Source: an optimization exercise on an open RTL-to-GDS flow (aim: small area). Production flows keep margins and buffers that such runs may drop. In this exercise RTL edits were held to simulation tests only and were not proved equivalent to the original.

rev 12:
## adc_to_fifo
module adc_to_fifo(
    input wire clk,
    input wire rst,
    input wire ready,
    input wire [15:0] i_xadc,
    input wire i_dig,
    output reg [7:0] data_in,
    output reg write,
    input wire almost_full
    );
    reg [3:0] state;
    reg [11:0] adc_sample;
    reg [11:0] wave_sample;
    reg t_zero;
    reg [11:0] t_mean;
    reg [8:0] t_std;
    reg [2:0] dig_sync;
    wire r_zero;
    wire [11:0] r_mean;
    wire [8:0] r_std;
    wire take;
    processing processing (
        .clk(clk),
        .reset(rst),
        .ready(ready),
        .x(i_xadc[15:4]),
        .r_zero(r_zero),
        .r_mean(r_mean),
        .r_std(r_std),
        .take(take)
    );
    always @(posedge clk) begin
        dig_sync <= {dig_sync[1:0], i_dig};
        if (state == 4'd0 && ready)
            wave_sample <= take ? i_xadc[15:4] : 12'd0;
        if (state == 4'd1) begin
            adc_sample <= i_xadc[15:4];
            t_zero <= r_zero;
            t_mean <= r_mean;
            t_std <= r_std;
        end
    end
    always @(posedge clk) begin
        if (rst) begin
            state <= 0;
            write <= 0;
        end else begin
            write <= (state >= 4'd2) && !almost_full;
            if (state == 4'd0) begin
                if (ready) state <= 4'd1;
            end else if (state == 4'd1) begin
                state <= 4'd2;
            end else if (!almost_full) begin
  ...
Settings: LEC_CHECK=0, ABC_AREA=1, CAP_MARGIN=0, CORE_MARGIN=2, CORE_UTILIZATION=60, CTS_BUF_LIST=sky130_fd_sc_hd__clkbuf_8, CTS_CLUSTER_DIAMETER=75, CTS_CLUSTER_SIZE=18, GPL_ROUTABILITY_DRIVEN=0, GPL_TIMING_DRIVEN=0, PLACE_DENSITY=0.7, SLEW_MARGIN=0; clock period 14.0 ns.
run.sh (not shown) runs the stock make flow with config.mk's settings and CLKGATE_MAP_FILE= SYNTH_SCRIPT=/design/flow/synth_recipe.tcl, a recipe that flattens the netlist after the stock synthesis.
## Diff of input files: rev 13 against rev 12
-- flow/config.mk --
<<< rev 12, line 14
export CTS_CLUSTER_SIZE = 18
export GPL_ROUTABILITY_DRIVEN = 0
export GPL_TIMING_DRIVEN = 0
export PLACE_DENSITY = 0.7
>>> rev 13, line 14
export CTS_CLUSTER_SIZE = 18
export PLACE_DENSITY = 0.7
## What came out
- Per the final summary, rev 13 finished and its layout is clean on timing, DRC and antenna.
- In rev 13, the global-route track usage on met2 came out 0.84 points below the value in rev 12.
- Initial antenna violation count in rev 13 is 1 lower than in rev 12
- Clock tree buffer count of the final layout in rev 13 vs rev 12: down 2
- Cell area down 790 sq um in rev 13 wrt rev 12
- Cmp rev 13 and rev 12 / length of routed met2 wiring / lower: rev 13
- Compared with rev 12, rev 13 shows a lower critical path depth.

========
run A:
adc_to_fifo again, from the RTL that the note above started with.
clock: 14.0 ns
lec_check: 0
abc_area: 1
cap_margin: 0
core_margin: 2
core_utilization: 75
cts_buf_list: sky130_fd_sc_hd__clkbuf_8
cts_cluster_diameter: 45
cts_cluster_size: 20
place_density: 0.85
slew_margin: 0
Relative to run A, the following input files were edited for run B:
Settings: a change of CORE_UTILIZATION from 75 to 60; a change of CTS_CLUSTER_DIAMETER from 45 to 75; an added GPL_TIMING_DRIVEN of 0; a change of CTS_CLUSTER_SIZE from 20 to 18; a change of PLACE_DENSITY from 0.85 to 0.7.
### Flow results
- Across both runs, maximum fanout count along the critical path was higher for run B than for run A.
- Run B against run A: worst setup slack has decreased, routed length on met3 has decreased, total routing resource utilization after global routing has decreased, count of clock-net buffers in the final layout has decreased.
- Run A has a higher minimum hold slack than run B.
Setup changes, run B to run C
Settings: CTS_CLUSTER_DIAMETER changed from 75 to 60; GPL_TIMING_DRIVEN removed (was 0).
==> results.txt <==
Run C: done, clean on timing, DRC and antenna
Density: run C sparser than run B
Run B ended up with more cell instances than run C did.
Taking run B as the reference point, the arrival time at the worst endpoint of run C falls by 1.22 ns.
As far as post-synthesis instance area goes, run B and run C are indistinguishable; the numbers are identical.
#### Input delta (run D over run C)
Settings: CTS_CLUSTER_SIZE now 20, was 18; CTS_CLUSTER_DIAMETER now 45, was 60.
The final layout from run D, which completed every stage, passed the timing, DRC and antenna checks at the end of the flow.
Any difference in maximum number of pins on one net before global-route repair between run C and run D is small enough to ignore.
Going from run C to run D, x dimension of the die closely matched the old numbers, global routing usage summed across all routing layers held steady, fraction of standard cell area in multi-input logic went down 0.28 points, total met3 wirelength after detailed routing climbed about 7%, number of vias per cell after detailed routing has decreased.
Min hold slack across run D and run C: run D

[re-timing with driven ports]
The flow's constraints put no driver on any port. The routed layouts listed below were extracted and timed again, unchanged, in two steps. Step 1 (the two cells are an assumption about what drives the block):
set clk [get_ports {clk}]
set_driving_cell -lib_cell sky130_fd_sc_hd__clkbuf_16 $clk
set_driving_cell -lib_cell sky130_fd_sc_hd__buf_2 [delete_from_list [all_inputs] $clk]
Step 2 moves the port delays by t, midway between the first and last clock arrival at a register: inputs arrive t later, outputs are due t later. That takes back most of the time a late clock gives input paths. a / b / c = ideal ports / drivers / drivers and shift; a / b = the first two.
run | t (ns) | setup WS [ns] | worst register clock-pin slew, ns | worst slew at a driven data input, ns
rev 12 | 0.763 | 1.006 / 1.045 / 0.282 | 0.11 / 0.11 | 0.11
rev 13 | 0.754 | 1.912 / 1.940 / 1.185 | 0.12 / 0.12 | 0.05
run A | 0.812 | 1.357 / 1.357 / 1.135 | 0.12 / 0.12 | 0.04
run B | 0.778 | 0.747 / 0.781 / 0.002 | 0.11 / 0.11 | 0.11
run C | 0.784 | 1.921 / 1.949 / 1.165 | 0.11 / 0.11 | 0.05
run D | 0.782 | 1.959 / 1.990 / 1.208 | 0.11 / 0.11 | 0.05
After both steps every run listed still meets setup and hold. The setup slack of run C, which loses most, moves by +0.028 ns with the drivers and by -0.756 ns with both steps.
